This is an optimization exercise on Yosys and OpenROAD, whose aim is small area, not a production implementation. No functional check of the RTL was part of any run shown here. Power is estimated from default activity; no workload was simulated.

==> flow/design.v, too long to show whole: its modules and the start of the top module <==
// module p_fa: 4 lines
// module p_fac: 4 lines
// module p_ha: 4 lines
// module p_nor2: 3 lines
// module p_or2: 3 lines
// module p_and2: 3 lines
// module p_inv: 3 lines
// module p_xor2: 3 lines
// module p_xnor2: 3 lines
// module p_xor3: 3 lines
// module p_a222oi: 3 lines
// module magnitude_wrapper: 1018 lines
module magnitude_wrapper(
	input aclk,
	input aresetn,
	input s_i_data_valid,
	output reg s_o_data_ready,
	input [31:0] s_i_data,
	output reg m_o_data_valid,
	input m_i_data_ready,
	output [31:0] m_o_data
    );
  // ...
==> flow/flow/run.sh <==
#!/bin/bash
# Standard layout, but the port buffers are the smallest plain buffer and
# the clock tree uses smaller buffers without dummy loads.
set -euo pipefail
export BUFFER_PORTS_ARGS="-buffer_cell sky130_fd_sc_hd__buf_1"
export CTS_ARGS="-sink_clustering_enable -repair_clock_nets -dont_use_dummy_load -buf_list sky130_fd_sc_hd__clkbuf_8"
bash standard.sh finish > standard_flow.log 2>&1
==> flow/standard.sh <==
#!/bin/bash
# synth_recipe.tcl (not shown) runs the flow's synth.tcl, then flattens the netlist and writes it again
# the make line also repeats each setting of config.mk as NAME=value (left out here)
make -C /OpenROAD-flow-scripts/flow DESIGN_CONFIG=/design/flow/config.mk WORK_HOME=/design/flow/orfs CLKGATE_MAP_FILE= SYNTH_SCRIPT=/design/flow/synth_recipe.tcl "${@:-finish}"
==> flow/config.mk <==
export PLATFORM = sky130hd
export DESIGN_NAME = magnitude_wrapper
export DESIGN_NICKNAME = magnitude_wrapper
export VERILOG_FILES = /design/flow/design.v
export SDC_FILE = /design/flow/constraint.sdc
export NUM_CORES = 4
export LEC_CHECK = 0
export CAP_MARGIN = 20
export CORE_MARGIN = 2
export CORE_UTILIZATION = 40
export SLEW_MARGIN = 20
export SYNTH_HIERARCHICAL = 1
export SYNTH_MINIMUM_KEEP_SIZE = 0
==> flow/constraint.sdc <==
create_clock -name core_clock -period 10.0 [get_ports {aclk}]
set_input_delay 2.0000 -clock core_clock [delete_from_list [all_inputs] [get_ports {aclk}]]
set_output_delay 2.0000 -clock core_clock [all_outputs]
set_load 0.01 [all_outputs]
==> results.yml, run 1 <==
status:
  status: "no timing/DRC/antenna violations"
flow_run:
  drv.max_cap_violation_count: 0
power_and_ir_drop:
  report.power.total_mw: 2.97
  swShare_pct: 43.9
cts:
  cts_tree: "done"
  maximum_level_of_the_cts_h_tree: 3
  insertion_delay_ns: 0.41
worst_setup_path:
  critical_path.cell_chain: "buf_1 > a222oi_1 > inv_1 > fa_2 > fa_1 > fa_2 > fa_1 > fa_1 > fa_1 > fa_1 > fa_2 > fa_2 > fa_2 > fa_2 > fa_1 > ha_1 > ha_1 > fa_1 > fa_1 > fa_1 > fa_1 > a222oi_1"
  largest_stage_delay_on_the_critical_path_ns: 0.47
  worst_r2r_path_depth: 23
  worstPathBufferInverterCount: 2
finish:
  final_util_pct: 45.5
  nonClockInverterCount: 57
  nNonClkBuffers: 94
  ratio_of_cells_with_drive_above_1_in_the_final_layout_pct: 6.58
  mostFrequentLayoutCells: "129 x fa_1, 108 x nor2_1, 89 x dfxtp_1, 69 x buf_1, 57 x inv_1"
synthesis:
  synth-seq-cells: 106
  yosys.area_share.simple_pct: 10.6
  synth_top_family_by_area: "adder cells"
  synth-compound-area-share_pct: 7.49
  post_synth_mux_area_share_pct: 0
  yosys.cell_count.top_type: "fa_1"
  cell_types_occupying_the_most_area_after_synthesis: "fa_1 39%, dfxtp_1 25%, edfxtp_1 7.3%"
  syn-num-nets: 768
detailed_routing:
  detailroute.wirelength.met3_um: 896
  initial_detailed_routing_violation_count: 361
placement:
  detailed_place_hpwl_um: 11800
  place_inst: 869
global_routing:
  grt_start_max_net_pins: 37
timing:
  timing.max_slew.rel_slack_pct: 36.9
  report.final.slew_viol_count: 0
  setup-violations-final: 0
==> run 2, diff against run 1 <==
--- a/flow/design.v
+++ b/flow/design.v
@@ -44,20 +44,20 @@
 	input m_i_data_ready,
 	output [31:0] m_o_data
     );
 	reg start, ack;
 	reg f2, f3;
 	reg [15:0] a_re, a_im;
 	reg [31:0] p;         
 	reg [31:0] cn;        
-	reg pc_14, cnc_14;
-	wire tc_14, cvc_14, cdc_14;
-	reg pc_20, cnc_20;
-	wire tc_20, cvc_20, cdc_20;
+	reg pc_13, cnc_13;
+	wire tc_13, cvc_13, cdc_13;
+	reg pc_21, cnc_21;
+	wire tc_21, cvc_21, cdc_21;
 	wire acc = s_i_data_valid & ~ack;
 	wire [15:0] xn;       
 	wire [31:0] t;        
 	wire [31:0] cv;       
 	wire [31:0] mo;
 	wire [31:0] cd;
 	wire sel_re = f2;
 	wire f1 = start & ~ack;
@@ -78,50 +78,50 @@
 	p_a222oi um8 (.a1(sel_re), .a2(a_re[8]), .b1(sel_im), .b2(a_im[8]), .c1(sel_pin), .c2(s_i_data[8]), .y(xn[8]));
 	p_a222oi um9 (.a1(sel_re), .a2(a_re[9]), .b1(sel_im), .b2(a_im[9]), .c1(sel_pin), .c2(s_i_data[9]), .y(xn[9]));
 	p_a222oi um10 (.a1(sel_re), .a2(a_re[10]), .b1(sel_im), .b2(a_im[10]), .c1(sel_pin), .c2(s_i_data[10]), .y(xn[10]));
 	p_a222oi um11 (.a1(sel_re), .a2(a_re[11]), .b1(sel_im), .b2(a_im[11]), .c1(sel_pin), .c2(s_i_data[11]), .y(xn[11]));
 	p_a222oi um12 (.a1(sel_re), .a2(a_re[12]), .b1(sel_im), .b2(a_im[12]), .c1(sel_pin), .c2(s_i_data[12]), .y(xn[12]));
 	p_a222oi um13 (.a1(sel_re), .a2(a_re[13]), .b1(sel_im), .b2(a_im[13]), .c1(sel_pin), .c2(s_i_data[13]), .y(xn[13]));
 	p_a222oi um14 (.a1(sel_re), .a2(a_re[14]), .b1(sel_im), .b2(a_im[14]), .c1(sel_pin), .c2(s_i_data[14]), .y(xn[14]));
 	p_a222oi um15 (.a1(sel_re), .a2(a_re[15]), .b1(sel_im), .b2(a_im[15]), .c1(sel_pin), .c2(s_i_data[15]), .y(xn[15]));
-	assign t[0] = s_734;
-	assign t[1] = s_737;
-	assign t[2] = s_740;
-	assign t[3] = s_743;
-	assign t[4] = s_746;
-	assign t[5] = s_749;
-	assign t[6] = s_752;
-	assign t[7] = s_755;
-	assign t[8] = s_758;
-	assign t[9] = s_761;
-	assign t[10] = s_764;
-	assign t[11] = s_767;
-	assign t[12] = s_770;
-	assign t[13] = s_773;
-	assign t[14] = s_776;
-	assign t[15] = s_779;
-	assign t[16] = s_782;
-	assign t[17] = s_785;
-	assign t[18] = s_788;
-	assign t[19] = s_791;
-	assign t[20] = s_611;
-	assign t[21] = s_629;
-	assign t[22] = s_647;
-	assign t[23] = s_662;
-	assign t[24] = s_677;
-	assign t[25] = s_689;
-	assign t[26] = s_701;
-	assign t[27] = s_710;
-	assign t[28] = s_719;
-	assign t[29] = s_725;
-	assign t[30] = s_731;
+	assign t[0] = s_731;
+	assign t[1] = s_734;
+	assign t[2] = s_737;
+	assign t[3] = s_740;
+	assign t[4] = s_743;
+	assign t[5] = s_746;
+	assign t[6] = s_749;
+	assign t[7] = s_752;
+	assign t[8] = s_755;
+	assign t[9] = s_758;
+	assign t[10] = s_761;
+	assign t[11] = s_764;
+	assign t[12] = s_767;
+	assign t[13] = s_770;
+	assign t[14] = s_773;
+	assign t[15] = s_776;
+	assign t[16] = s_779;
+	assign t[17] = s_782;
+	assign t[18] = s_785;
+	assign t[19] = s_788;
+	assign t[20] = s_791;
+	assign t[21] = s_626;
+	assign t[22] = s_644;
+	assign t[23] = s_659;
+	assign t[24] = s_674;
+	assign t[25] = s_686;
+	assign t[26] = s_698;
+	assign t[27] = s_707;
+	assign t[28] = s_716;
+	assign t[29] = s_722;
+	assign t[30] = s_728;
 	assign t[31] = s_798;
-	assign tc_14 = c_774;
-	assign tc_20 = c_792;
+	assign tc_13 = c_768;
+	assign tc_21 = c_792;
 	p_a222oi uc0 (.a1(ld_t), .a2(t[0]), .b1(ld_p), .b2(p[0]), .c1(hold), .c2(cv[0]), .y(cd[0]));
 	p_inv ui0 (.a(cn[0]), .y(cv[0]));
 	p_a222oi uc1 (.a1(ld_t), .a2(t[1]), .b1(ld_p), .b2(p[1]), .c1(hold), .c2(cv[1]), .y(cd[1]));
 	p_inv ui1 (.a(cn[1]), .y(cv[1]));
 	p_a222oi uc2 (.a1(ld_t), .a2(t[2]), .b1(ld_p), .b2(p[2]), .c1(hold), .c2(cv[2]), .y(cd[2]));
 	p_inv ui2 (.a(cn[2]), .y(cv[2]));
 	p_a222oi uc3 (.a1(ld_t), .a2(t[3]), .b1(ld_p), .b2(p[3]), .c1(hold), .c2(cv[3]), .y(cd[3]));
 	p_inv ui3 (.a(cn[3]), .y(cv[3]));
@@ -176,34 +176,33 @@
 	p_a222oi uc28 (.a1(ld_t), .a2(t[28]), .b1(ld_p), .b2(p[28]), .c1(hold), .c2(cv[28]), .y(cd[28]));
 	p_inv ui28 (.a(cn[28]), .y(cv[28]));
 	p_a222oi uc29 (.a1(ld_t), .a2(t[29]), .b1(ld_p), .b2(p[29]), .c1(hold), .c2(cv[29]), .y(cd[29]));
 	p_inv ui29 (.a(cn[29]), .y(cv[29]));
 	p_a222oi uc30 (.a1(ld_t), .a2(t[30]), .b1(ld_p), .b2(p[30]), .c1(hold), .c2(cv[30]), .y(cd[30]));
 	p_inv ui30 (.a(cn[30]), .y(cv[30]));
 	p_a222oi uc31 (.a1(ld_t), .a2(t[31]), .b1(ld_p), .b2(p[31]), .c1(hold), .c2(cv[31]), .y(cd[31]));
 	p_inv ui31 (.a(cn[31]), .y(cv[31]));
-	p_a222oi ucc14 (.a1(ld_t), .a2(tc_14), .b1(ld_p), .b2(pc_14), .c1(hold), .c2(cvc_14), .y(cdc_14));
-	p_inv uic14 (.a(cnc_14), .y(cvc_14));
-	p_a222oi ucc20 (.a1(ld_t), .a2(tc_20), .b1(ld_p), .b2(pc_20), .c1(hold), .c2(cvc_20), .y(cdc_20));
-	p_inv uic20 (.a(cnc_20), .y(cvc_20));
+	p_a222oi ucc13 (.a1(ld_t), .a2(tc_13), .b1(ld_p), .b2(pc_13), .c1(hold), .c2(cvc_13), .y(cdc_13));
+	p_inv uic13 (.a(cnc_13), .y(cvc_13));
+	p_a222oi ucc21 (.a1(ld_t), .a2(tc_21), .b1(ld_p), .b2(pc_21), .c1(hold), .c2(cvc_21), .y(cdc_21));
+	p_inv uic21 (.a(cnc_21), .y(cvc_21));
 	assign mo[0] = cv[0];
 	assign mo[1] = cv[1];
 	assign mo[2] = cv[2];
 	assign mo[3] = cv[3];
 	assign mo[4] = cv[4];
 	assign mo[5] = cv[5];
 	assign mo[6] = cv[6];
 	assign mo[7] = cv[7];
 	assign mo[8] = cv[8];
 	assign mo[9] = cv[9];
 	assign mo[10] = cv[10];
 	assign mo[11] = cv[11];
 	assign mo[12] = cv[12];
-	assign mo[13] = cv[13];
 	assign m_o_data = mo;
 	wire dg_1;
 	wire pp_3;
 	wire pp_5;
 	wire pp_7;
 	wire pp_9;
 	wire pp_11;
 	wire pp_13;
@@ -687,16 +686,17 @@
 	wire e_818;
 	wire e_820;
 	wire e_822;
 	wire e_824;
 	wire e_826;
 	wire e_828;
 	wire e_830;
 	wire e_832;
+	wire e_834;
   p_inv u2 (.a(xn[0]), .y(dg_1));
   p_nor2 u4 (.a(xn[0]), .b(xn[1]), .y(pp_3));
   p_nor2 u6 (.a(xn[0]), .b(xn[2]), .y(pp_5));
   p_nor2 u8 (.a(xn[0]), .b(xn[3]), .y(pp_7));
   p_nor2 u10 (.a(xn[0]), .b(xn[4]), .y(pp_9));
   p_nor2 u12 (.a(xn[0]), .b(xn[5]), .y(pp_11));
   p_nor2 u14 (.a(xn[0]), .b(xn[6]), .y(pp_13));
   p_nor2 u16 (.a(xn[0]), .b(xn[7]), .y(pp_15));
@@ -855,18 +855,18 @@
   p_and2 u322 (.a(p[24]), .b(pm), .y(pm_321));
   p_and2 u324 (.a(p[25]), .b(pm), .y(pm_323));
   p_and2 u326 (.a(p[26]), .b(pm), .y(pm_325));
   p_and2 u328 (.a(p[27]), .b(pm), .y(pm_327));
   p_and2 u330 (.a(p[28]), .b(pm), .y(pm_329));
   p_and2 u332 (.a(p[29]), .b(pm), .y(pm_331));
   p_and2 u334 (.a(p[30]), .b(pm), .y(pm_333));
   p_and2 u336 (.a(p[31]), .b(pm), .y(pm_335));
-  p_and2 u338 (.a(pc_14), .b(pm), .y(pmc_337));
-  p_and2 u340 (.a(pc_20), .b(pm), .y(pmc_339));
+  p_and2 u338 (.a(pc_13), .b(pm), .y(pmc_337));
+  p_and2 u340 (.a(pc_21), .b(pm), .y(pmc_339));
   p_fac u343 (.a(pm_305), .b(dg_201), .s(s_341), .co(c_342));
   p_fa u346 (.a(pm_277), .b(dg_33), .c(pp_3), .s(s_344), .co(c_345));
   p_fa u349 (.a(pm_279), .b(pp_5), .c(c_345), .s(s_347), .co(c_348));
   p_fa u352 (.a(pm_281), .b(dg_63), .c(pp_35), .s(s_350), .co(c_351));
   p_fa u355 (.a(pp_7), .b(s_350), .c(c_348), .s(s_353), .co(c_354));
   p_fa u358 (.a(pm_283), .b(pp_37), .c(pp_9), .s(s_356), .co(c_357));
   p_fa u361 (.a(c_351), .b(s_356), .c(c_354), .s(s_359), .co(c_360));
   p_fa u364 (.a(pm_285), .b(dg_91), .c(pp_11), .s(s_362), .co(c_363));
@@ -894,161 +894,162 @@
   p_fa u430 (.a(s_422), .b(c_411), .c(s_425), .s(s_428), .co(c_429));
   p_fa u433 (.a(c_414), .b(s_428), .c(c_417), .s(s_431), .co(c_432));
   p_fa u436 (.a(pm_297), .b(dg_163), .c(pp_101), .s(s_434), .co(c_435));
   p_fa u439 (.a(pp_123), .b(pp_143), .c(pp_23), .s(s_437), .co(c_438));
   p_fa u442 (.a(pp_51), .b(pp_77), .c(c_420), .s(s_440), .co(c_441));
   p_fa u445 (.a(c_423), .b(s_434), .c(s_437), .s(s_443), .co(c_444));
   p_fa u448 (.a(c_426), .b(s_440), .c(s_443), .s(s_446), .co(c_447));
   p_fa u451 (.a(c_429), .b(s_446), .c(c_432), .s(s_449), .co(c_450));
-  p_fa u454 (.a(pm_299), .b(pp_103), .c(pp_125), .s(s_452), .co(c_453));
-  p_fa u457 (.a(pp_145), .b(pp_25), .c(pp_53), .s(s_455), .co(c_456));
-  p_fa u460 (.a(pp_79), .b(c_435), .c(c_438), .s(s_458), .co(c_459));
-  p_fa u463 (.a(s_452), .b(s_455), .c(c_441), .s(s_461), .co(c_462));
-  p_fa u466 (.a(c_444), .b(s_458), .c(s_461), .s(s_464), .co(c_465));
-  p_fa u469 (.a(c_447), .b(s_464), .c(c_450), .s(s_467), .co(c_468));
-  p_fa u472 (.a(pm_301), .b(pmc_337), .c(dg_183), .s(s_470), .co(c_471));
-  p_fa u475 (.a(pp_105), .b(pp_127), .c(pp_147), .s(s_473), .co(c_474));
-  p_fa u478 (.a(pp_165), .b(pp_27), .c(pp_55), .s(s_476), .co(c_477));
-  p_fa u481 (.a(pp_81), .b(c_453), .c(s_470), .s(s_479), .co(c_480));
-  p_fa u484 (.a(c_456), .b(s_473), .c(s_476), .s(s_482), .co(c_483));
-  p_fa u487 (.a(c_459), .b(s_479), .c(s_482), .s(s_485), .co(c_486));
-  p_fa u490 (.a(c_462), .b(s_485), .c(c_465), .s(s_488), .co(c_489));
+  p_fa u454 (.a(pm_299), .b(pmc_337), .c(pp_103), .s(s_452), .co(c_453));
+  p_fa u457 (.a(pp_125), .b(pp_145), .c(pp_25), .s(s_455), .co(c_456));
+  p_fa u460 (.a(pp_53), .b(pp_79), .c(c_435), .s(s_458), .co(c_459));
+  p_fa u463 (.a(c_438), .b(s_452), .c(s_455), .s(s_461), .co(c_462));
+  p_fa u466 (.a(c_441), .b(s_458), .c(c_444), .s(s_464), .co(c_465));
+  p_fa u469 (.a(s_461), .b(c_447), .c(s_464), .s(s_467), .co(c_468));
+  p_fa u472 (.a(pm_301), .b(dg_183), .c(pp_105), .s(s_470), .co(c_471));
+  p_fa u475 (.a(pp_127), .b(pp_147), .c(pp_165), .s(s_473), .co(c_474));
+  p_fa u478 (.a(pp_27), .b(pp_55), .c(pp_81), .s(s_476), .co(c_477));
+  p_fa u481 (.a(c_453), .b(c_456), .c(s_470), .s(s_479), .co(c_480));
+  p_fa u484 (.a(s_473), .b(s_476), .c(c_459), .s(s_482), .co(c_483));
+  p_fa u487 (.a(c_462), .b(s_479), .c(s_482), .s(s_485), .co(c_486));
+  p_fa u490 (.a(c_465), .b(s_485), .c(c_468), .s(s_488), .co(c_489));
   p_fa u493 (.a(pm_303), .b(pp_107), .c(pp_129), .s(s_491), .co(c_492));
   p_fa u496 (.a(pp_149), .b(pp_167), .c(pp_29), .s(s_494), .co(c_495));
   p_fa u499 (.a(pp_57), .b(pp_83), .c(c_471), .s(s_497), .co(c_498));
   p_fa u502 (.a(c_474), .b(c_477), .c(s_491), .s(s_500), .co(c_501));
-  p_fa u505 (.a(s_494), .b(s_497), .c(c_480), .s(s_503), .co(c_504));
-  p_fa u508 (.a(c_483), .b(s_500), .c(s_503), .s(s_506), .co(c_507));
+  p_fa u505 (.a(s_494), .b(c_480), .c(s_497), .s(s_503), .co(c_504));
+  p_fa u508 (.a(s_500), .b(c_483), .c(s_503), .s(s_506), .co(c_507));
   p_fa u511 (.a(c_486), .b(s_506), .c(c_489), .s(s_509), .co(c_510));
   p_fa u514 (.a(pp_109), .b(pp_131), .c(pp_151), .s(s_512), .co(c_513));
   p_fa u517 (.a(pp_169), .b(pp_185), .c(pp_31), .s(s_515), .co(c_516));
   p_fa u520 (.a(pp_59), .b(pp_85), .c(s_341), .s(s_518), .co(c_519));
   p_fa u523 (.a(c_492), .b(c_495), .c(s_512), .s(s_521), .co(c_522));
-  p_fa u526 (.a(s_515), .b(c_498), .c(s_518), .s(s_524), .co(c_525));
-  p_fa u529 (.a(c_501), .b(s_521), .c(c_504), .s(s_527), .co(c_528));
-  p_fa u532 (.a(s_524), .b(c_507), .c(s_527), .s(s_530), .co(c_531));
+  p_fa u526 (.a(s_515), .b(s_518), .c(c_498), .s(s_524), .co(c_525));
+  p_fa u529 (.a(c_501), .b(s_521), .c(s_524), .s(s_527), .co(c_528));
+  p_fa u532 (.a(c_504), .b(s_527), .c(c_507), .s(s_530), .co(c_531));
   p_fa u535 (.a(pm_307), .b(pp_111), .c(pp_133), .s(s_533), .co(c_534));
   p_fa u538 (.a(pp_153), .b(pp_171), .c(pp_187), .s(s_536), .co(c_537));
   p_fa u541 (.a(pp_61), .b(pp_87), .c(c_342), .s(s_539), .co(c_540));
   p_fa u544 (.a(c_513), .b(c_516), .c(s_533), .s(s_542), .co(c_543));
   p_fa u547 (.a(s_536), .b(c_519), .c(s_539), .s(s_545), .co(c_546));
-  p_fa u550 (.a(c_522), .b(s_542), .c(c_525), .s(s_548), .co(c_549));
-  p_fa u553 (.a(s_545), .b(c_528), .c(s_548), .s(s_551), .co(c_552));
+  p_fa u550 (.a(c_522), .b(s_542), .c(s_545), .s(s_548), .co(c_549));
+  p_fa u553 (.a(c_525), .b(s_548), .c(c_528), .s(s_551), .co(c_552));
   p_fa u556 (.a(pm_309), .b(dg_217), .c(pp_113), .s(s_554), .co(c_555));
   p_fa u559 (.a(pp_135), .b(pp_155), .c(pp_173), .s(s_557), .co(c_558));
   p_fa u562 (.a(pp_189), .b(pp_203), .c(pp_89), .s(s_560), .co(c_561));
   p_fa u565 (.a(c_534), .b(c_537), .c(s_554), .s(s_563), .co(c_564));
   p_fa u568 (.a(s_557), .b(s_560), .c(c_540), .s(s_566), .co(c_567));
   p_fa u571 (.a(c_543), .b(s_563), .c(c_546), .s(s_569), .co(c_570));
   p_fa u574 (.a(s_566), .b(c_549), .c(s_569), .s(s_572), .co(c_573));
   p_fa u577 (.a(pm_311), .b(pp_115), .c(pp_137), .s(s_575), .co(c_576));
   p_fa u580 (.a(pp_157), .b(pp_175), .c(pp_191), .s(s_578), .co(c_579));
   p_fa u583 (.a(pp_205), .b(c_555), .c(c_558), .s(s_581), .co(c_582));
   p_fa u586 (.a(c_561), .b(s_575), .c(s_578), .s(s_584), .co(c_585));
   p_fa u589 (.a(c_564), .b(s_581), .c(c_567), .s(s_587), .co(c_588));
   p_fa u592 (.a(s_584), .b(c_570), .c(s_587), .s(s_590), .co(c_591));
-  p_fa u595 (.a(pm_313), .b(pmc_339), .c(dg_231), .s(s_593), .co(c_594));
-  p_fa u598 (.a(pp_139), .b(pp_159), .c(pp_177), .s(s_596), .co(c_597));
-  p_fa u601 (.a(pp_193), .b(pp_207), .c(pp_219), .s(s_599), .co(c_600));
-  p_fa u604 (.a(c_576), .b(s_593), .c(c_579), .s(s_602), .co(c_603));
-  p_fa u607 (.a(s_596), .b(s_599), .c(c_582), .s(s_605), .co(c_606));
-  p_fa u610 (.a(c_585), .b(s_602), .c(s_605), .s(s_608), .co(c_609));
-  p_fa u613 (.a(c_588), .b(s_608), .c(c_591), .s(s_611), .co(c_612));
-  p_fa u616 (.a(pm_315), .b(pp_161), .c(pp_179), .s(s_614), .co(c_615));
-  p_fa u619 (.a(pp_195), .b(pp_209), .c(pp_221), .s(s_617), .co(c_618));
-  p_fa u622 (.a(c_594), .b(c_597), .c(c_600), .s(s_620), .co(c_621));
-  p_fa u625 (.a(s_614), .b(s_617), .c(c_603), .s(s_623), .co(c_624));
-  p_fa u628 (.a(s_620), .b(c_606), .c(s_623), .s(s_626), .co(c_627));
-  p_fa u631 (.a(c_609), .b(s_626), .c(c_612), .s(s_629), .co(c_630));
-  p_fa u634 (.a(pm_317), .b(dg_243), .c(pp_181), .s(s_632), .co(c_633));
-  p_fa u637 (.a(pp_197), .b(pp_211), .c(pp_223), .s(s_635), .co(c_636));
-  p_fa u640 (.a(pp_233), .b(c_615), .c(c_618), .s(s_638), .co(c_639));
-  p_fa u643 (.a(s_632), .b(s_635), .c(c_621), .s(s_641), .co(c_642));
-  p_fa u646 (.a(s_638), .b(c_624), .c(s_641), .s(s_644), .co(c_645));
-  p_fa u649 (.a(c_627), .b(s_644), .c(c_630), .s(s_647), .co(c_648));
-  p_fa u652 (.a(pm_319), .b(pp_199), .c(pp_213), .s(s_650), .co(c_651));
-  p_fa u655 (.a(pp_225), .b(pp_235), .c(c_633), .s(s_653), .co(c_654));
-  p_fa u658 (.a(c_636), .b(s_650), .c(c_639), .s(s_656), .co(c_657));
-  p_fa u661 (.a(s_653), .b(c_642), .c(s_656), .s(s_659), .co(c_660));
-  p_fa u664 (.a(c_645), .b(s_659), .c(c_648), .s(s_662), .co(c_663));
-  p_fa u667 (.a(pm_321), .b(dg_253), .c(pp_215), .s(s_665), .co(c_666));
-  p_fa u670 (.a(pp_227), .b(pp_237), .c(pp_245), .s(s_668), .co(c_669));
-  p_fa u673 (.a(c_651), .b(s_665), .c(s_668), .s(s_671), .co(c_672));
-  p_fa u676 (.a(c_654), .b(s_671), .c(c_657), .s(s_674), .co(c_675));
-  p_fa u679 (.a(c_660), .b(s_674), .c(c_663), .s(s_677), .co(c_678));
-  p_fa u682 (.a(pm_323), .b(pp_229), .c(pp_239), .s(s_680), .co(c_681));
-  p_fa u685 (.a(pp_247), .b(c_666), .c(c_669), .s(s_683), .co(c_684));
-  p_fa u688 (.a(s_680), .b(c_672), .c(s_683), .s(s_686), .co(c_687));
-  p_fa u691 (.a(s_686), .b(c_675), .c(c_678), .s(s_689), .co(c_690));
-  p_fa u694 (.a(pm_325), .b(dg_261), .c(pp_241), .s(s_692), .co(c_693));
-  p_fa u697 (.a(pp_249), .b(pp_255), .c(c_681), .s(s_695), .co(c_696));
-  p_fa u700 (.a(s_692), .b(c_684), .c(s_695), .s(s_698), .co(c_699));
-  p_fa u703 (.a(c_687), .b(s_698), .c(c_690), .s(s_701), .co(c_702));
-  p_fa u706 (.a(pm_327), .b(pp_251), .c(pp_257), .s(s_704), .co(c_705));
-  p_fa u709 (.a(c_693), .b(s_704), .c(c_696), .s(s_707), .co(c_708));
-  p_fa u712 (.a(c_699), .b(s_707), .c(c_702), .s(s_710), .co(c_711));
-  p_fa u715 (.a(pm_329), .b(dg_267), .c(pp_259), .s(s_713), .co(c_714));
-  p_fa u718 (.a(pp_263), .b(c_705), .c(s_713), .s(s_716), .co(c_717));
-  p_fa u721 (.a(s_716), .b(c_708), .c(c_711), .s(s_719), .co(c_720));
-  p_fa u724 (.a(pm_331), .b(pp_265), .c(c_714), .s(s_722), .co(c_723));
-  p_fa u727 (.a(c_717), .b(s_722), .c(c_720), .s(s_725), .co(c_726));
-  p_fa u730 (.a(pm_333), .b(dg_271), .c(pp_269), .s(s_728), .co(c_729));
-  p_fa u733 (.a(s_728), .b(c_723), .c(c_726), .s(s_731), .co(c_732));
-  p_ha u736 (.a(pm_273), .b(dg_1), .s(s_734), .co(c_735));
-  p_ha u739 (.a(pm_275), .b(c_735), .s(s_737), .co(c_738));
-  p_ha u742 (.a(c_738), .b(s_344), .s(s_740), .co(c_741));
-  p_ha u745 (.a(c_741), .b(s_347), .s(s_743), .co(c_744));
-  p_ha u748 (.a(c_744), .b(s_353), .s(s_746), .co(c_747));
-  p_ha u751 (.a(c_747), .b(s_359), .s(s_749), .co(c_750));
-  p_ha u754 (.a(c_750), .b(s_368), .s(s_752), .co(c_753));
-  p_ha u757 (.a(c_753), .b(s_377), .s(s_755), .co(c_756));
-  p_ha u760 (.a(c_756), .b(s_389), .s(s_758), .co(c_759));
-  p_ha u763 (.a(c_759), .b(s_401), .s(s_761), .co(c_762));
-  p_ha u766 (.a(c_762), .b(s_416), .s(s_764), .co(c_765));
-  p_ha u769 (.a(c_765), .b(s_431), .s(s_767), .co(c_768));
-  p_ha u772 (.a(c_768), .b(s_449), .s(s_770), .co(c_771));
-  p_ha u775 (.a(c_771), .b(s_467), .s(s_773), .co(c_774));
-  p_ha u778 (.a(s_488), .b(c_468), .s(s_776), .co(c_777));
-  p_ha u781 (.a(s_509), .b(c_777), .s(s_779), .co(c_780));
-  p_fa u784 (.a(s_530), .b(c_510), .c(c_780), .s(s_782), .co(c_783));
-  p_fa u787 (.a(s_551), .b(c_531), .c(c_783), .s(s_785), .co(c_786));
-  p_fa u790 (.a(s_572), .b(c_552), .c(c_786), .s(s_788), .co(c_789));
-  p_fa u793 (.a(c_573), .b(s_590), .c(c_789), .s(s_791), .co(c_792));
-  p_xor2 u795 (.a(pm_335), .b(c_729), .y(s_794));
-  p_xor2 u797 (.a(s_794), .b(c_732), .y(s_796));
+  p_fa u595 (.a(pm_313), .b(dg_231), .c(pp_139), .s(s_593), .co(c_594));
+  p_fa u598 (.a(pp_159), .b(pp_177), .c(pp_193), .s(s_596), .co(c_597));
+  p_fa u601 (.a(pp_207), .b(pp_219), .c(c_576), .s(s_599), .co(c_600));
+  p_fa u604 (.a(c_579), .b(s_593), .c(s_596), .s(s_602), .co(c_603));
+  p_fa u607 (.a(c_582), .b(s_599), .c(c_585), .s(s_605), .co(c_606));
+  p_fa u610 (.a(s_602), .b(c_588), .c(s_605), .s(s_608), .co(c_609));
+  p_fa u613 (.a(pm_315), .b(pmc_339), .c(pp_161), .s(s_611), .co(c_612));
+  p_fa u616 (.a(pp_179), .b(pp_195), .c(pp_209), .s(s_614), .co(c_615));
+  p_fa u619 (.a(pp_221), .b(c_594), .c(c_597), .s(s_617), .co(c_618));
+  p_fa u622 (.a(s_611), .b(s_614), .c(c_600), .s(s_620), .co(c_621));
+  p_fa u625 (.a(c_603), .b(s_617), .c(s_620), .s(s_623), .co(c_624));
+  p_fa u628 (.a(c_606), .b(s_623), .c(c_609), .s(s_626), .co(c_627));
+  p_fa u631 (.a(pm_317), .b(dg_243), .c(pp_181), .s(s_629), .co(c_630));
+  p_fa u634 (.a(pp_197), .b(pp_211), .c(pp_223), .s(s_632), .co(c_633));
+  p_fa u637 (.a(pp_233), .b(c_612), .c(c_615), .s(s_635), .co(c_636));
+  p_fa u640 (.a(s_629), .b(s_632), .c(c_618), .s(s_638), .co(c_639));
+  p_fa u643 (.a(s_635), .b(c_621), .c(s_638), .s(s_641), .co(c_642));
+  p_fa u646 (.a(c_624), .b(s_641), .c(c_627), .s(s_644), .co(c_645));
+  p_fa u649 (.a(pm_319), .b(pp_199), .c(pp_213), .s(s_647), .co(c_648));
+  p_fa u652 (.a(pp_225), .b(pp_235), .c(c_630), .s(s_650), .co(c_651));
+  p_fa u655 (.a(c_633), .b(s_647), .c(c_636), .s(s_653), .co(c_654));
+  p_fa u658 (.a(s_650), .b(c_639), .c(s_653), .s(s_656), .co(c_657));
+  p_fa u661 (.a(c_642), .b(s_656), .c(c_645), .s(s_659), .co(c_660));
+  p_fa u664 (.a(pm_321), .b(dg_253), .c(pp_215), .s(s_662), .co(c_663));
+  p_fa u667 (.a(pp_227), .b(pp_237), .c(pp_245), .s(s_665), .co(c_666));
+  p_fa u670 (.a(c_648), .b(s_662), .c(s_665), .s(s_668), .co(c_669));
+  p_fa u673 (.a(c_651), .b(s_668), .c(c_654), .s(s_671), .co(c_672));
+  p_fa u676 (.a(c_657), .b(s_671), .c(c_660), .s(s_674), .co(c_675));
+  p_fa u679 (.a(pm_323), .b(pp_229), .c(pp_239), .s(s_677), .co(c_678));
+  p_fa u682 (.a(pp_247), .b(c_663), .c(c_666), .s(s_680), .co(c_681));
+  p_fa u685 (.a(s_677), .b(c_669), .c(s_680), .s(s_683), .co(c_684));
+  p_fa u688 (.a(s_683), .b(c_672), .c(c_675), .s(s_686), .co(c_687));
+  p_fa u691 (.a(pm_325), .b(dg_261), .c(pp_241), .s(s_689), .co(c_690));
+  p_fa u694 (.a(pp_249), .b(pp_255), .c(c_678), .s(s_692), .co(c_693));
+  p_fa u697 (.a(s_689), .b(c_681), .c(s_692), .s(s_695), .co(c_696));
+  p_fa u700 (.a(c_684), .b(s_695), .c(c_687), .s(s_698), .co(c_699));
+  p_fa u703 (.a(pm_327), .b(pp_251), .c(pp_257), .s(s_701), .co(c_702));
+  p_fa u706 (.a(c_690), .b(s_701), .c(c_693), .s(s_704), .co(c_705));
+  p_fa u709 (.a(c_696), .b(s_704), .c(c_699), .s(s_707), .co(c_708));
+  p_fa u712 (.a(pm_329), .b(dg_267), .c(pp_259), .s(s_710), .co(c_711));
+  p_fa u715 (.a(pp_263), .b(c_702), .c(s_710), .s(s_713), .co(c_714));
+  p_fa u718 (.a(s_713), .b(c_705), .c(c_708), .s(s_716), .co(c_717));
+  p_fa u721 (.a(pm_331), .b(pp_265), .c(c_711), .s(s_719), .co(c_720));
+  p_fa u724 (.a(c_714), .b(s_719), .c(c_717), .s(s_722), .co(c_723));
+  p_fa u727 (.a(pm_333), .b(dg_271), .c(pp_269), .s(s_725), .co(c_726));
+  p_fa u730 (.a(s_725), .b(c_720), .c(c_723), .s(s_728), .co(c_729));
+  p_ha u733 (.a(pm_273), .b(dg_1), .s(s_731), .co(c_732));
+  p_ha u736 (.a(pm_275), .b(c_732), .s(s_734), .co(c_735));
+  p_ha u739 (.a(c_735), .b(s_344), .s(s_737), .co(c_738));
+  p_ha u742 (.a(c_738), .b(s_347), .s(s_740), .co(c_741));
+  p_ha u745 (.a(c_741), .b(s_353), .s(s_743), .co(c_744));
+  p_ha u748 (.a(c_744), .b(s_359), .s(s_746), .co(c_747));
+  p_ha u751 (.a(c_747), .b(s_368), .s(s_749), .co(c_750));
+  p_ha u754 (.a(c_750), .b(s_377), .s(s_752), .co(c_753));
+  p_ha u757 (.a(c_753), .b(s_389), .s(s_755), .co(c_756));
+  p_ha u760 (.a(c_756), .b(s_401), .s(s_758), .co(c_759));
+  p_ha u763 (.a(c_759), .b(s_416), .s(s_761), .co(c_762));
+  p_ha u766 (.a(c_762), .b(s_431), .s(s_764), .co(c_765));
+  p_ha u769 (.a(c_765), .b(s_449), .s(s_767), .co(c_768));
+  p_ha u772 (.a(s_467), .b(c_450), .s(s_770), .co(c_771));
+  p_ha u775 (.a(s_488), .b(c_771), .s(s_773), .co(c_774));
+  p_ha u778 (.a(s_509), .b(c_774), .s(s_776), .co(c_777));
+  p_fa u781 (.a(s_530), .b(c_510), .c(c_777), .s(s_779), .co(c_780));
+  p_fa u784 (.a(s_551), .b(c_531), .c(c_780), .s(s_782), .co(c_783));
+  p_fa u787 (.a(s_572), .b(c_552), .c(c_783), .s(s_785), .co(c_786));
+  p_fa u790 (.a(s_590), .b(c_573), .c(c_786), .s(s_788), .co(c_789));
+  p_fa u793 (.a(s_608), .b(c_591), .c(c_789), .s(s_791), .co(c_792));
+  p_xor2 u795 (.a(pm_335), .b(c_726), .y(s_794));
+  p_xor2 u797 (.a(s_794), .b(c_729), .y(s_796));
   p_inv u799 (.a(s_796), .y(s_798));
-  p_ha u801 (.a(cv[14]), .b(cvc_14), .s(mo[14]), .co(e_800));
-  p_ha u803 (.a(cv[15]), .b(e_800), .s(mo[15]), .co(e_802));
-  p_ha u805 (.a(cv[16]), .b(e_802), .s(mo[16]), .co(e_804));
-  p_ha u807 (.a(cv[17]), .b(e_804), .s(mo[17]), .co(e_806));
-  p_ha u809 (.a(cv[18]), .b(e_806), .s(mo[18]), .co(e_808));
-  p_ha u811 (.a(cv[19]), .b(e_808), .s(mo[19]), .co(e_810));
-  p_fa u813 (.a(cv[20]), .b(cvc_20), .c(e_810), .s(mo[20]), .co(e_812));
-  p_ha u815 (.a(cv[21]), .b(e_812), .s(mo[21]), .co(e_814));
-  p_ha u817 (.a(cv[22]), .b(e_814), .s(mo[22]), .co(e_816));
-  p_ha u819 (.a(cv[23]), .b(e_816), .s(mo[23]), .co(e_818));
-  p_ha u821 (.a(cv[24]), .b(e_818), .s(mo[24]), .co(e_820));
-  p_ha u823 (.a(cv[25]), .b(e_820), .s(mo[25]), .co(e_822));
-  p_ha u825 (.a(cv[26]), .b(e_822), .s(mo[26]), .co(e_824));
-  p_ha u827 (.a(cv[27]), .b(e_824), .s(mo[27]), .co(e_826));
-  p_ha u829 (.a(cv[28]), .b(e_826), .s(mo[28]), .co(e_828));
-  p_ha u831 (.a(cv[29]), .b(e_828), .s(mo[29]), .co(e_830));
-  p_ha u833 (.a(cv[30]), .b(e_830), .s(mo[30]), .co(e_832));
-  p_xor2 u834 (.a(cv[31]), .b(e_832), .y(mo[31]));
+  p_ha u801 (.a(cv[13]), .b(cvc_13), .s(mo[13]), .co(e_800));
+  p_ha u803 (.a(cv[14]), .b(e_800), .s(mo[14]), .co(e_802));
+  p_ha u805 (.a(cv[15]), .b(e_802), .s(mo[15]), .co(e_804));
+  p_ha u807 (.a(cv[16]), .b(e_804), .s(mo[16]), .co(e_806));
+  p_ha u809 (.a(cv[17]), .b(e_806), .s(mo[17]), .co(e_808));
+  p_ha u811 (.a(cv[18]), .b(e_808), .s(mo[18]), .co(e_810));
+  p_ha u813 (.a(cv[19]), .b(e_810), .s(mo[19]), .co(e_812));
+  p_ha u815 (.a(cv[20]), .b(e_812), .s(mo[20]), .co(e_814));
+  p_fa u817 (.a(cv[21]), .b(cvc_21), .c(e_814), .s(mo[21]), .co(e_816));
+  p_ha u819 (.a(cv[22]), .b(e_816), .s(mo[22]), .co(e_818));
+  p_ha u821 (.a(cv[23]), .b(e_818), .s(mo[23]), .co(e_820));
+  p_ha u823 (.a(cv[24]), .b(e_820), .s(mo[24]), .co(e_822));
+  p_ha u825 (.a(cv[25]), .b(e_822), .s(mo[25]), .co(e_824));
+  p_ha u827 (.a(cv[26]), .b(e_824), .s(mo[26]), .co(e_826));
+  p_ha u829 (.a(cv[27]), .b(e_826), .s(mo[27]), .co(e_828));
+  p_ha u831 (.a(cv[28]), .b(e_828), .s(mo[28]), .co(e_830));
+  p_ha u833 (.a(cv[29]), .b(e_830), .s(mo[29]), .co(e_832));
+  p_ha u835 (.a(cv[30]), .b(e_832), .s(mo[30]), .co(e_834));
+  p_xor2 u836 (.a(cv[31]), .b(e_834), .y(mo[31]));
 	always @(posedge aclk) begin
 		start <= acc | (start & ~ack & aresetn);
 		s_o_data_ready <= acc | (s_o_data_ready & aresetn);
 		ack <= start;
 		f2 <= acc & start;
 		f3 <= f2;
 		if (m_i_data_ready) m_o_data_valid <= ack;
 		else if (!aresetn) m_o_data_valid <= 1'b0;
 		a_re <= s_i_data[15:0];
 		if (acc) a_im <= s_i_data[31:16];
 		p <= t;
 		cn <= cd;
-		pc_14 <= tc_14;
-		cnc_14 <= cdc_14;
-		pc_20 <= tc_20;
-		cnc_20 <= cdc_20;
+		pc_13 <= tc_13;
+		cnc_13 <= cdc_13;
+		pc_21 <= tc_21;
+		cnc_21 <= cdc_21;
 	end
 endmodule
==> results.yml, run 2 <==
timing:
  final.setup.tns_ns: 0
  hold_ws_ns: 0.407
  timing.max_slew.rel_slack_pct: 41.2
  final.setup_skew_ns: 0.0323
  report.final.hold_viol_count: 0
  final_min_period_over_clock_period_pct: 93.1
  max_fclk_mhz: 107
  report.final.slew_viol_count: 0
  rsz0062_at_grt: "false"
  layout_min_cycle_time_ns: 9.31
  worst_slew_pin_slew_ns: 0.878
  setup-violations-final: 0
worst_setup_path:
  cp-end-kind: "flip-flop"
  worst_ep_arrival_time_ns: 9.58
  crit-reg2reg-capture: "cn[20]$_DFF_P_"
  worst_r2r_path_depth: 24
  path_type_of_the_worst_setup_path: "input port to flip-flop"
  setup.worst_path.start_class: "input port"
  crit_required_ns: 10.27
  critical_path.max_fanout: 3
  r2r-start: "ack$_DFF_P_"
  worstSetupEndpoint: "cn[20]$_DFF_P_"
  critical_path.startpoint: "s_i_data[1]"
  timing.reg2reg.setup_slack_ns: 1.49
global_routing:
  grt_usage_pct: 18.7
  via_count_of_the_first_global_routing_pass: 5228
  grt_pass1_wl_um: 26400
  grt_start_max_net_pins: 37
  grt_overflow: 0
  routing_usage_on_met2_pct: 32.8
  initial_antenna_violation_count: 0
  grt_util_met3_pct: 3.93
  use_met1_pct: 23.4
  most_heavily_used_metal_layer_in_global_routing: "met2"
synthesis:
  cell_types_occupying_the_most_area_after_synthesis: "fa_1 38%, dfxtp_1 25%, edfxtp_1 7.3%"
  number_of_distinct_library_cells_after_synthesis: 15
  synthesized_instance_count: 564
  synth_top_area_cell: "fa_1"
  synth_ff_type: "dfxtp_1"
  syn_avg_cell_area_um2: 12.5
  postSynth.asyncResetShare_pct: 0
  yosys_warnings: 7
  synth_enable_flop_cells: 17
  synth_largest_type_area_fraction_pct: 38.5
  synth-seq-cells: 106
  synth.yosys.seq_area_share_pct: 32.6
  yosys.cell_count.top_type: "fa_1"
  synth_commonest_cells: "135 x fa_1, 109 x nor2_1, 89 x dfxtp_1"
  syn-num-nets: 769
  synth_area_um2: 7020
finish:
  layoutNonFillerInstCount: 876
  nFillCells: 1604
  biggestRegsByFlops: "cn x32, p x32"
  layout-area-overhead-vs-synth_pct: 10.9
  ratio_of_cells_with_drive_above_1_in_the_final_layout_pct: 6.76
  mostFrequentLayoutCells: "125 x fa_1, 108 x nor2_1, 89 x dfxtp_1, 69 x buf_1, 57 x inv_1"
  total_inserted_antenna_cells: 0
  nNetsFinal: 858
  final_common_cell: "fa_1"
die:
  fp.dieH_um: 137
  design.die.area_um2: 18600
  rows: 48
  core_area_um2: 17200
  starting_utilization_of_the_core_area_pct: 40.8
  count_of_pins_on_the_block_boundary: 70
  die_width_um: 137
placement:
  place.gp.congestion: 0.807
  detailed_place_hpwl_um: 11700
  portBuffers: 69
  place_inst: 867
cts:
  cts.path.max_buffers: 2
  cts_hold_buf: 0
  insertion_delay_ns: 0.40
  cts_tree: "done"
  postCtsResizedCells: 0
  maximum_level_of_the_cts_h_tree: 3
  clock_sinks: 106
  post-cts-setup-buffers: 0
  cts.reportedPaths.clkPinSlew_ns: 0.10
  clock-root-buffer: "clkbuf_8"
  tritoncts.num_buffers: 9
power_and_ir_drop:
  total_leakage_power_nw: 3.53
  cell_pwr_density_nw_per_um2: 383
  ir_worst_vdd_mv: 0.223
min_path:
  holdCritPathClass: "flip-flop to flip-flop"
  timing.hold.worst.start: "start$_DFF_P_"
detailed_routing:
  initial_detailed_routing_violation_count: 441
  wl_per_cell_um: 17.9
  antenna_left: 0
  detail_route.vias_per_cell: 5.24
  totalWireLength_um: 15700
  drt_drc_violations_left: 0
  drt_pre_antenna_iters: 5
  via_count_of_the_routed_design: 4593
flow_run:
  drv.max_cap_violation_count: 0
status:
  status: "no timing/DRC/antenna violations"
run 2: changes by cell type in the layout (fill, tap and decap cells not counted):
cell,delta
fa_1,-4
nor2_4,-1
fa_2,+4
buf_4,+1
nor2_2,+1
buf_12,-4
ha_1,+1
run 2: area by class of cell:
type	count	area (um2)	share of cell area [%]
Multi-Input combinational cell	388	4450	57.2
Sequential cell	106	2290	29.4
Timing Repair Buffer	91	424	5.45
Tap cell	225	282	3.62
Inverter	57	214	2.75
Clock buffer	9	124	1.59
run 2: logic make-up after synthesis:
family / synth area share [%]
adder cells (fa/ha/maj): 44.5
AND/OR/NAND/NOR: 10.5
flip-flops: 32.6
buffers and inverters: 4.44
AO/OA/AOI/OAI: 7.48
XOR/XNOR: 0.374
run 2: critical path, cell delays in order:
cell and delay, ns:
buf_1 0.09, a222oi_1 0.42, inv_1 0.13, fa_2 0.42, fa_1 0.41, fa_2 0.38, fa_1 0.41, fa_2 0.36
fa_2 0.34, fa_2 0.35, fa_2 0.35, fa_2 0.35, fa_2 0.35, fa_1 0.40, ha_1 0.20, ha_1 0.18
ha_1 0.19, fa_1 0.38, fa_1 0.39, fa_2 0.35, fa_2 0.34, fa_1 0.45, a222oi_1 0.33
run 2: worst min-delay path by stage:
| stage | depth (start not counted) | slack (ns) | end |
|---|---|---|---|
| 2_1_floorplan | 0 | 0.37 | ack$_DFF_P_ |
| 3_3_place_gp | 0 | 0.39 | ack$_DFF_P_ |
| 3_5_place_dp | 0 | 0.40 | ack$_DFF_P_ |
| 4_1_cts | 0 | 0.41 | ack$_DFF_P_ |
| 5_1_grt | 0 | 0.43 | ack$_DFF_P_ |
| 6_report | 0 | 0.41 | ack$_DFF_P_ |
run 2: per-stage QoR:
stage / power [mW] / utilization, % / setup slack [ns] / area [um2]
after global placement: 2.72 / 44.5 / 0.419 / 7660
after floorplan: 2.25 / - / 0.0193 / 7050
final: 2.98 / 45.2 / 0.686 / 7790
after CTS: 3.03 / 45.2 / 0.687 / 7790
after detailed placement: 2.78 / 44.5 / 0.280 / 7660
after global routing: 3.36 / 45.2 / 0.467 / 7790
run 2: per-module statistics from Yosys (local to each module, per instance):
module,area [um2],copies in the design,cells,flops+latches
p_xor2,8.76,3,1,0
p_and2,6.26,34,1,0
p_ha,12.5,33,1,0
magnitude_wrapper,2460,1,133,106
p_inv,3.75,51,1,0
p_fac,27.5,1,5,0
p_nor2,3.75,105,1,0
p_or2,6.26,15,1,0
p_a222oi,10.0,50,1,0
p_fa,20.0,135,1,0
run 2: power by group:
| part | switching [mW] | internal, mW |
|---|---|---|
| clock | 0.136 | 0.0812 |
| sequential | 0.0555 | 0.635 |
| combinational | 1.12 | 0.952 |
| total | 1.31 | 1.67 |
run 2: metal layers:
| metal | wire length, um | part of all wire, % |
|---|---|---|
| met1 | 6520 | 42 |
| met2 | 8150 | 52 |
| met3 | 743 | 4.7 |
| met4 | 255 | 1.6 |
| met5 | 0 | 0 |

-- what the ideal ports hide --
How much do the figures lean on ideal ports? The routed layouts below were timed once more, with nothing changed but the port constraints. Step 1: set_driving_cell puts a clkbuf_16 on aclk and a buf_2 on each other input, an assumption about the parent block. Step 2 adds t to the input delays and takes it off the output delays; t is the mean of the earliest and latest rising clock arrival at the registers after step 1. Input paths then give back, and output paths get back, about the clock's delay inside the block. a / b / c = ideal ports / drivers / drivers and shift; a / b = the first two.
| run | t (ns) | slack for setup (ns) | cell pins on the clock port's net |
|---|---|---|---|
| run 1 | 0.427 | 0.673 / 0.683 / 0.256 | 1 |
| run 2 | 0.417 | 0.686 / 0.697 / 0.280 | 1 |
After both steps every run listed still meets setup and hold. The setup slack of run 1, which loses most, moves by +0.010 ns with the drivers and by -0.417 ns with both steps.
